Background: an optimization exercise with open tools, aiming at small area. Do not read the settings as production practice.
Function not checked in this run: the RTL went through the layout flow alone.
No activity file was given, so power comes from the tool's default toggle rates.

==> flow/design.v <==
module calc (
	output [3:0] col,
	input [3:0] row,
	output [6:0] sseg_A,
	output [9:0] sseg_C,
	output [35:0] value,
	output valid,
	output neg,
	input clk,
	input reset
);
wire det;
wire [3:0] code;
keyscan u_scan (.clk(clk), .reset(reset), .row(row), .col(col), .det(det), .code(code));
wire [3:0] sel;
wire [1:0] c4;
wire conv, rot, binbit, err;
display u_disp (.clk(clk), .reset(reset), .conv(conv), .rot(rot), .binbit(binbit),
	.err(err), .sel(sel), .c4(c4), .sseg_A(sseg_A), .sseg_C(sseg_C));
wire wrn, wrd;
wire [35:0] S, nend;
wire [3:0] key, dend, dfirst;
nring u_nring (.clk(clk), .wr(wrn), .d(S), .q(nend));
dring u_dring (.clk(clk), .wr(wrd), .d(key), .q(dend), .q0(dfirst));
wire xp, xs, sb, selV, selW, selE, inv, cin, vload, qdiv;
wire [6:0] e7;
wire [35:0] V;
wire P35, Q35, Q34;
datapath u_dp (.clk(clk), .xp(xp), .xs(xs), .sb(sb), .selV(selV), .selW(selW),
	.selE(selE), .inv(inv), .cin(cin), .vload(vload), .qdiv(qdiv), .e7(e7),
	.nend(nend), .S(S), .V(V), .P35(P35), .Q35(Q35), .Q34(Q34));
control u_ctl (.clk(clk), .reset(reset), .det(det), .code(code), .sel(sel), .c4(c4),
	.nend35(nend[35]), .dend(dend), .dfirst(dfirst), .P35(P35), .Q35(Q35),
	.Q34(Q34), .V35(V[35]), .S35(S[35]),
	.xp(xp), .xs(xs), .sb(sb), .selV(selV), .selW(selW), .selE(selE), .inv(inv),
	.cin(cin), .vload(vload), .qdiv(qdiv), .e7(e7), .wrn(wrn), .wrd(wrd), .key(key),
	.conv(conv), .rot(rot), .binbit(binbit), .err(err), .valid(valid));
assign value = V;
assign neg = V[35];
endmodule
module keyscan (
	input clk,
	input reset,
	input [3:0] row,
	output [3:0] col,
	output det,
	output reg [3:0] code
);
reg [1:0] ci;             
wire allhi = &row;
always @(posedge clk)
	if (reset) ci <= 2'd3;
	else if (allhi) ci <= ci + 2'd1;
assign col = ~(4'b0001 << ci);
reg held;                 
assign det = !held && !allhi;
always @(posedge clk or posedge reset)
	if (reset) held <= 1'b0;
	else if (det) held <= 1'b1;
	else if (allhi) held <= 1'b0;
always @(*) begin
	case ({row, ci})
		6'b0111_11: code = 4'd7;
		6'b0111_10: code = 4'd8;
		6'b0111_01: code = 4'd9;
		6'b0111_00: code = 4'd10;
		6'b1011_11: code = 4'd4;
		6'b1011_10: code = 4'd5;
		6'b1011_01: code = 4'd6;
		6'b1011_00: code = 4'd11;
		6'b1101_11: code = 4'd1;
		6'b1101_10: code = 4'd2;
		6'b1101_01: code = 4'd3;
		6'b1101_00: code = 4'd12;
		6'b1110_11: code = 4'd15;
		6'b1110_10: code = 4'd0;
		6'b1110_01: code = 4'd14;
		6'b1110_00: code = 4'd13;
		default:    code = 4'd0;
	endcase
end
endmodule
module display (
	input clk,
	input reset,
	input conv,               
	input rot,                
	input binbit,
	input err,
	output reg [3:0] sel,
	output reg [1:0] c4,
	output [6:0] sseg_A,
	output [9:0] sseg_C
);
wire tick = (c4 == 2'd1);
wire [3:0] seln = (sel == 4'd9) ? 4'd0 : sel + 4'd1;
always @(posedge clk or posedge reset)
	if (reset) begin
		c4 <= 2'd0;
		sel <= 4'd0;
	end else begin
		c4 <= c4 + 2'd1;
		if (tick) sel <= seln;
	end
assign sseg_C = ~(10'b1 << sel);
reg [39:0] b;
reg [39:0] adj;
integer k;
always @(*) begin
	for (k = 0; k < 10; k = k + 1) begin
		case ({conv, b[4*k +: 4]})
			5'h15: adj[4*k +: 4] = 4'd8;
			5'h16: adj[4*k +: 4] = 4'd9;
			5'h17: adj[4*k +: 4] = 4'd10;
			5'h18: adj[4*k +: 4] = 4'd11;
			5'h19: adj[4*k +: 4] = 4'd12;
			5'h1a: adj[4*k +: 4] = 4'd13;
			5'h1b: adj[4*k +: 4] = 4'd14;
			5'h1c: adj[4*k +: 4] = 4'd15;
			5'h1d: adj[4*k +: 4] = 4'd0;
			5'h1e: adj[4*k +: 4] = 4'd1;
			5'h1f: adj[4*k +: 4] = 4'd2;
			default: adj[4*k +: 4] = b[4*k +: 4];
		endcase
	end
end
always @(posedge clk)
	b <= {adj[38:0], conv ? binbit : (rot & b[39])};
reg [3:0] dig;
reg [3:0] tap;
always @(*) begin
	case (seln)
		4'd0, 4'd5: tap = b[3:0];
		4'd1, 4'd6: tap = b[11:8];
		4'd2, 4'd7: tap = b[19:16];
		4'd3, 4'd8: tap = b[27:24];
		default:    tap = b[35:32];
	endcase
end
reg [3:0] ecode;
always @(*) begin
	case (seln)
		4'd0, 4'd2, 4'd3: ecode = 4'd11;
		4'd1: ecode = 4'd12;
		4'd4: ecode = 4'd10;
		default: ecode = 4'd13;
	endcase
end
always @(posedge clk)
	if (tick) dig <= err ? ecode : tap;
reg [6:0] sa;
always @(*) begin
	case (dig)
		4'd0: sa = 7'b1000000;
		4'd1: sa = 7'b1111001;
		4'd2: sa = 7'b0100100;
		4'd3: sa = 7'b0110000;
		4'd4: sa = 7'b0011001;
		4'd5: sa = 7'b0010010;
		4'd6: sa = 7'b0000010;
		4'd7: sa = 7'b1111000;
		4'd8: sa = 7'b0000000;
		4'd9: sa = 7'b0011000;
		4'd10: sa = 7'b0000110;
		4'd11: sa = 7'b0101111;
		4'd12: sa = 7'b0100011;
		4'd13: sa = 7'b1111111;
		default: sa = 7'b1000000;
	endcase
end
assign sseg_A = sa;
endmodule
module nring (
	input clk,
	input wr,
	input [35:0] d,
	output [35:0] q
);
reg [36*9-1:0] r;
assign q = r[36*9-1 -: 36];
always @(posedge clk)
	r <= {r[36*8-1:0], wr ? d : q};
endmodule
module dring (
	input clk,
	input wr,
	input [3:0] d,
	output [3:0] q,
	output [3:0] q0
);
reg [4*9-1:0] r;
assign q = r[4*9-1 -: 4];
assign q0 = r[3:0];
always @(posedge clk)
	r <= {r[4*8-1:0], wr ? d : q};
endmodule
module datapath (
	input clk,
	input xp, xs, sb, selV, selW, selE, inv, cin, vload, qdiv,
	input [6:0] e7,
	input [35:0] nend,
	output [35:0] S,
	output reg [35:0] V,
	output P35, Q35, Q34
);
reg [35:0] P, Q;
wire [35:0] X = ({36{xp}} & P) | ({36{xs}} & {P[34:0], 1'b0}) | {35'b0, sb};
wire [35:0] Y = ({36{selV}} & V) | ({36{selW}} & nend) | {29'b0, {7{selE}} & e7};
wire [35:0] Yx = Y ^ {36{inv}};
wire [36:0] cy;
assign cy[0] = cin;
genvar gi;
generate
	for (gi = 0; gi < 36; gi = gi + 1) begin : rca
		assign S[gi] = X[gi] ^ Yx[gi] ^ cy[gi];
		assign cy[gi+1] = (X[gi] & Yx[gi]) | (cy[gi] & (X[gi] ^ Yx[gi]));
	end
endgenerate
always @(posedge clk) begin
	P <= S;
	Q <= {Q[34:0], qdiv ? ~S[35] : P[35]};
	if (vload) V <= S;
end
assign P35 = P[35];
assign Q35 = Q[35];
assign Q34 = Q[34];
endmodule
module control (
	input clk,
	input reset,
	input det,
	input [3:0] code,
	input [3:0] sel,
	input [1:0] c4,
	input nend35,
	input [3:0] dend, dfirst,
	input P35, Q35, Q34, V35, S35,
	output reg xp, xs, sb, selV, selW, selE, inv, cin, vload,
	output qdiv,
	output [6:0] e7,
	output wrn, wrd,
	output reg [3:0] key,
	output conv, rot, binbit,
	output reg err,
	output valid
);
localparam IDLE = 4'd0, DIG = 4'd1, ENT = 4'd2, PUSH = 4'd3, CLR = 4'd4,
           OPW = 4'd5, OPB = 4'd6, OPPH = 4'd7, XFER = 4'd8, ITER = 4'd9,
           FIN = 4'd10, PREP = 4'd11, CONV = 4'd12, FIN2 = 4'd13, VAL = 4'd14;
reg [3:0] st;
reg [5:0] cnt;
reg [3:0] ph;             
reg [3:0] spn, spd;       
reg sgn;
wire isdiv = (key == 4'd13);
wire ismul = (key == 4'd12);
wire issub = (key == 4'd11);
wire isadd = (key == 4'd10);
wire addsub = isadd | issub;
wire isop = addsub | ismul | isdiv;
wire [6:0] e1 = (spd >= 4'd1) ? {3'b0, dend} : 7'd0;
wire [3:0] e2 = (spd >= 4'd2) ? dfirst : 4'd0;
assign e7 = {e2, 3'b0} + {2'b0, e2, 1'b0} + e1;
wire topn = (ph == spn) || (spn == 4'd0);
wire topd = (ph == spd) || (spd == 4'd0);
wire pushn = (ph == spn + 4'd1);
wire pushd = (ph == spd + 4'd1);
wire first = (cnt == 6'd0);
wire last = (cnt == 6'd35);
wire B35 = (spn >= 4'd1) & nend35;
wire A35 = (spn >= 4'd2) & nend35;
wire phok = (sel == 4'd2) && (c4 == (isdiv ? 2'd0 : 2'd2));
always @(*) begin
	xp = 0; xs = 0; sb = 0; selV = 0; selW = 0; selE = 0; inv = 0; cin = 0; vload = 0;
	case (st)
		ENT: selE = 1;
		PUSH: begin
			xp = !isop;
			selV = isop;
		end
		CLR: vload = 1;
		OPW: begin
			selW = (spn >= 4'd1);
			inv = issub | (isdiv & B35);
			cin = inv;
			vload = 1;
		end
		OPB: begin
			if (cnt == 6'd7) begin
				selW = (spn >= 4'd2);
				inv = isdiv & A35;
				cin = inv;
				xp = addsub;
				vload = addsub;
			end else
				xp = 1;
		end
		OPPH: xp = 1;
		XFER: xs = 1;
		ITER: begin
			xs = !first;
			if (isdiv) begin
				sb = Q35;
				selV = 1;
				inv = first | ~P35;
				cin = inv;
			end else
				selV = Q35;
		end
		FIN: begin
			xp = 1;
			vload = ismul;
		end
		PREP: begin
			selV = 1;
			inv = V35;
			cin = V35;
		end
		CONV: begin
			xs = 1;
			sb = isdiv & (Q35 ^ sgn);
		end
		FIN2: begin
			xp = isdiv & !err;
			cin = isdiv & sgn & !err;
			vload = isdiv;
		end
		default: ;
	endcase
end
always @(posedge clk or posedge reset)
	if (reset) begin
		st <= CLR;
		cnt <= 6'd0;
		key <= 4'd0;
		ph <= 4'd1;
		spn <= 4'd0;
		spd <= 4'd0;
		err <= 1'b0;
		sgn <= 1'b0;
	end else begin
		ph <= (ph == 4'd9) ? 4'd1 : ph + 4'd1;
		cnt <= cnt + 6'd1;
		case (st)
			IDLE: begin
				cnt <= 6'd0;
				if (det) begin
					key <= code;
					if (code < 4'd10) st <= DIG;
					else if (code == 4'd14) st <= ENT;
					else if (code == 4'd15) st <= CLR;
					else st <= OPW;
				end
			end
			DIG: if (pushd) begin
				spd <= spd + 4'd1;
				st <= IDLE;
			end
			ENT: if (topd) begin
				spd <= (spd >= 4'd4) ? spd - 4'd4 : 4'd0;
				st <= PUSH;
			end
			PUSH: if (pushn) begin
				spn <= spn + 4'd1;
				st <= IDLE;
			end
			CLR: begin
				spn <= 4'd0;
				spd <= 4'd0;
				if (cnt == 6'd39) st <= IDLE;
			end
			OPW: begin
				cnt <= 6'd0;
				if (topn) begin
					sgn <= isdiv & B35;
					st <= OPB;
				end
			end
			OPB: if (cnt == 6'd7) begin
				sgn <= sgn ^ (isdiv & A35);
				spn <= (spn >= 4'd2) ? spn - 4'd2 : 4'd0;
				st <= OPPH;
			end
			OPPH: begin
				cnt <= 6'd0;
				if (phok) st <= XFER;
			end
			XFER: if (last) begin
				cnt <= 6'd0;
				st <= ITER;
			end
			ITER: if (last) begin
				cnt <= 6'd0;
				st <= isdiv ? CONV : FIN;
			end
			FIN: st <= PREP;
			PREP: begin
				cnt <= 6'd0;
				st <= CONV;
			end
			CONV: begin
				if (first) err <= isdiv & Q35 & Q34;
				if (last) st <= FIN2;
			end
			FIN2: st <= VAL;
			VAL: st <= PUSH;
			default: st <= IDLE;
		endcase
	end
assign wrn = (st == PUSH) && pushn;
assign wrd = (st == DIG) && pushd;
assign qdiv = (st == ITER) && isdiv;
assign valid = (st == VAL);
assign conv = (st == CONV);
assign rot = (st == IDLE) || (st == DIG) || (st == ENT) || (st == PUSH) ||
             (st == FIN2) || (st == VAL);
assign binbit = isdiv ? Q35 : P35;
endmodule
==> flow/run.sh <==
#!/bin/bash
# synth_recipe.tcl (not shown) runs the flow's synth.tcl, then flattens the netlist and writes it again
# the make line also repeats each setting of config.mk as NAME=value (left out here)
make -C /OpenROAD-flow-scripts/flow DESIGN_CONFIG=/design/flow/config.mk WORK_HOME=/design/flow/orfs CLKGATE_MAP_FILE= SYNTH_SCRIPT=/design/flow/synth_recipe.tcl finish
==> flow/config.mk <==
export PLATFORM = sky130hd
export DESIGN_NAME = calc
export DESIGN_NICKNAME = calc
export VERILOG_FILES = /design/flow/design.v
export SDC_FILE = /design/flow/constraint.sdc
export NUM_CORES = 4
export LEC_CHECK = 0
export CAP_MARGIN = 20
export CORE_MARGIN = 2
export CORE_UTILIZATION = 70
export CTS_BUF_LIST = sky130_fd_sc_hd__clkbuf_4
export SLEW_MARGIN = 20
==> flow/constraint.sdc <==
create_clock -name core_clock -period 170.0 [get_ports {clk}]
set_input_delay 34.0000 -clock core_clock [delete_from_list [all_inputs] [get_ports {clk}]]
set_output_delay 34.0000 -clock core_clock [all_outputs]
set_load 0.01 [all_outputs]
==> run summary <==
CP Capture Type = primary output
Syn_nets = 1,504
Slew @ Worst Pin = 1150 ps
DP Wirelength = 21,200 um
Delay-heaviest family, CP = buffers and inverters
Post-Synthesis Cells = 1,426
H-Tree Depth = 4
Final worst setup slack = 133,450 ps
TritonCTS clock tree = done
Setup repair after global routing missed its margin = no
Remaining global-route overflow = 0
Met1 Track Usage GR = 0.360
CP max-delay cell = clkdlybuf4s50_1
I/O Pins = 65
Status = complete, no violations
Max_cap viols = 0
Setup Fix Bufs, Post-CTS = 0
Hold Path Depth = 0
Layout cells sized above 1 = 0.144
Starting density of the core = 0.717
Synth area leaders = dfxtp_1 54%, edfxtp_1 6.9%, dfrtp_1 4.7%
Place WS = 133,800 ps
Clock sinks = 549
Vias per std cell = 5.62
Min-Delay Path Class = flop to flop
Post-synth cell types = 76
R2R depth = 46
Buf+Inv Stages, Crit Path = 2
DRC viols = 0
Lkg Pwr = 7.98 nW
Yosys warning total = 6
Pin count of the biggest net entering global routing = 46
Clock buffer depth = 3
Area Overhead vs Synth = 15.2%
Initial antenna violation count = 2
Synth area leader = dfxtp_1
Slew Viols, Final = 0
Synth cell count leaders = 474 x dfxtp_1, 112 x nand2_1, 69 x inv_1
Post-synth ARST share = 0.0638
Num CTS Buffers = 131
Global routing's busiest layer = met2
Relative slew slack = 0.236
First-pass GRT wire length = 60,700 um
Final antenna-violating net count = 0
Highest clock rate = 27.4 MHz
VDD IR max = 9.65 uV
Chip Height = 162 um
Final Hold Violating Endpoints = 0
Top-area cell type share of the netlist area = 0.543
Synth Register Bits = 549
Min Clock Period, post-route = 36,550 ps
Detailed Route WL = 37,200 um
Clock transition at path regs = 70 ps
Final setup viols = 0
Logic depth of the worst path, buffers included = 4
Root buf cell = clkbuf_4
Worst-path fanout max = 6
Initial DRT Pass Iterations = 6
Post-synth EDFFs = 40
Final setup TNS = 0 ps
Worst EP required = 136,000 ps
Crit path DAT = 2550 ps
Nets@finish = 1,650
CP Cell Sequence = inv_1, ha_1, mux4_2, clkdlybuf4s50_1
Power Dens Cells = 12.0 nW/um2
Skew final = 63.8 ps
Mapped cell area = 17,500 um2
Core Region = 24,400 um2
Most used DFF post-synth = dfxtp_1
Count leader, synth = dfxtp_1
DR WL/cell = 18.7 um
Die X = 162 um
All-layer global routing usage = 0.296
Hold-fix buffers, CTS = 0
Iter 0 DRT Violations = 1,042
Syn avg cell area = 12.3 um2
Gp weighted congestion = 0.902
Vias in the first global route = 11,800
Die Area = 26,300 um2
Worst skew pair latency = 790 ps
GR Util met3 = 0.0715
Seq/Total Area, Yosys = 0.661
CP startpoint kind = flop
Final period utilization = 0.215
IO Port Bufs = 64
Post-CTS Resized = 0
GR Util met2 = 0.508
FP Rows = 57
Critical setup path kind = flop to primary output
Vias post-DR = 11,200
Max incr delay on CP = 490 ps
[power breakdown]
group          leakage [nW]  switching [mW]  internal (mW)
logic                  2.42        0.000585       0.000357
clock network          1.03          0.0511         0.0592
registers              4.53       0.0000313          0.130
total                  7.98          0.0517          0.190
[path summary, 6_finish.rpt]
path	from	end	slack [ps]
worst max-delay path	u_disp.dig[1]$_DFFE_PN_	sseg_A[0]	133450
worst max register to register	u_ctl.key[1]$_DFFE_PP0P_	u_nring.r[35]$_DFF_P_	152710
max in group asynchronous	reset	u_ctl.ph[0]$_DFF_PP1_	135940
worst min register to register	u_dp.Q[2]$_DFF_P_	u_dp.Q[3]$_DFF_P_	300
worst min-delay path	u_dp.Q[2]$_DFF_P_	u_dp.Q[3]$_DFF_P_	300
min in group asynchronous	reset	u_ctl.cnt[5]$_DFF_PP0_	33650
[stage by stage]
stage               instances  utilization  instance area [um2]  total power [mW]  hold WS [ps]
floorplan                1426            -                17500             0.134           310
global placement         1763        0.754                18400             0.134           310
detailed placement       1763        0.754                18400             0.134           312
CTS                      1994        0.826                20100             0.244           284
global route             1995        0.826                20100             0.251           290
finish                   1995        0.826                20100             0.241           296
[cell families (layout without fill, tap and decap cells)]
group                    Yosys count  count (layout)  synth area share
flip-flops                       549             549             0.661
XOR/XNOR                          78              78            0.0398
other                              0               1                 0
buffers and inverters            129             373            0.0282
adder cells (fa/ha/maj)           72              72            0.0674
multiplexers                      20              20            0.0133
AND/OR/NAND/NOR                  275             275            0.0755
AO/OA/AOI/OAI                    303             303             0.114
[per-layer routing]
metal	share of wire	vias up	routed length, um
met5	0.00035	-	13
met4	0.031	2	1140
met3	0.056	108	2090
met2	0.51	406	18800
met1	0.41	5430	15200
li1	-	5272	-
[layout by cell type (no fill, tap or decap), drive strengths merged, types with 10 or more instances in the layout]
cell type and count:
nor3 12, edfxtp 40, dfrtp 33, o21ai 99, dfxtp 474, a21oi 40, clkbuf 196, clkdlybuf4s50 64
fa 37, xnor2 67, o31ai 23, mux2 16, ha 35, xor2 10, inv 74, nand3 25
nor2 56, a22oi 63, nor2b 15, nand2b 10, nand2 112, clkinv 25
[final cells by class]
type / instances / area [um2]
clock buffers: 196 / 1470
well taps: 324 / 405
inverters: 70 / 263
multi-input cells: 748 / 5460
flip-flops and latches: 549 / 11600
fillers: 1351 / 4250
repair buffers: 72 / 701
clock inverters: 35 / 269
diodes: 1 / 2.50
[worst reg2reg max path, delay by kind of cell (launching register included)]
| kind | cells | cell delay (ps) |
|---|---|---|
| AO/OA/AOI/OAI | 3 | 730 |
| XOR/XNOR | 2 | 610 |
| adder cells (fa/ha/maj) | 35 | 13540 |
| buffers and inverters | 2 | 550 |
| flip-flops | 1 | 490 |
| multiplexers | 1 | 260 |
| AND/OR/NAND/NOR | 3 | 1010 |
[state kept, by name, summed over array words and instances (netlist names), 4 cells and up]
| register | count |
|---|---|
| u_dp.Q | 36 |
| u_disp.sel | 4 |
| u_ctl.ph | 4 |
| u_dp.V | 36 |
| u_disp.dig | 4 |
| u_ctl.spn | 4 |
| u_ctl.key | 4 |
| u_dp.P | 36 |
| u_dring.r | 36 |
| u_disp.b | 40 |
| u_nring.r | 324 |
| u_ctl.cnt | 6 |
| u_ctl.st | 4 |
| u_ctl.spd | 4 |

[re-timing with driven ports]
The flow's constraints put no driver on any port. The routed layout listed below was extracted and timed again, unchanged, in two steps.
Step 1: set_driving_cell puts a clkbuf_16 on clk and a buf_2 on each other input, an assumption about the parent block.
Step 2 times the ports against the registers' clock, not the clock port: input delays grow and output delays shrink by t, the midpoint of the rising clock arrivals with the driver on.
Slacks: no drivers / after step 1 / after step 2; pairs: no drivers / after step 1.
shift t [ns]: 0.798
setup WS [ns]: 133.451 / 133.407 / 133.735
worst hold slack (ns): 0.296 / 0.296 / 0.296
worst setup path after step 2: input to register
worst data-port slew with drivers (ns): 0.03
After both steps setup and hold are still met in this run. For this run, drivers alone change the setup slack by -0.044 ns; drivers and shift together by +0.284 ns.
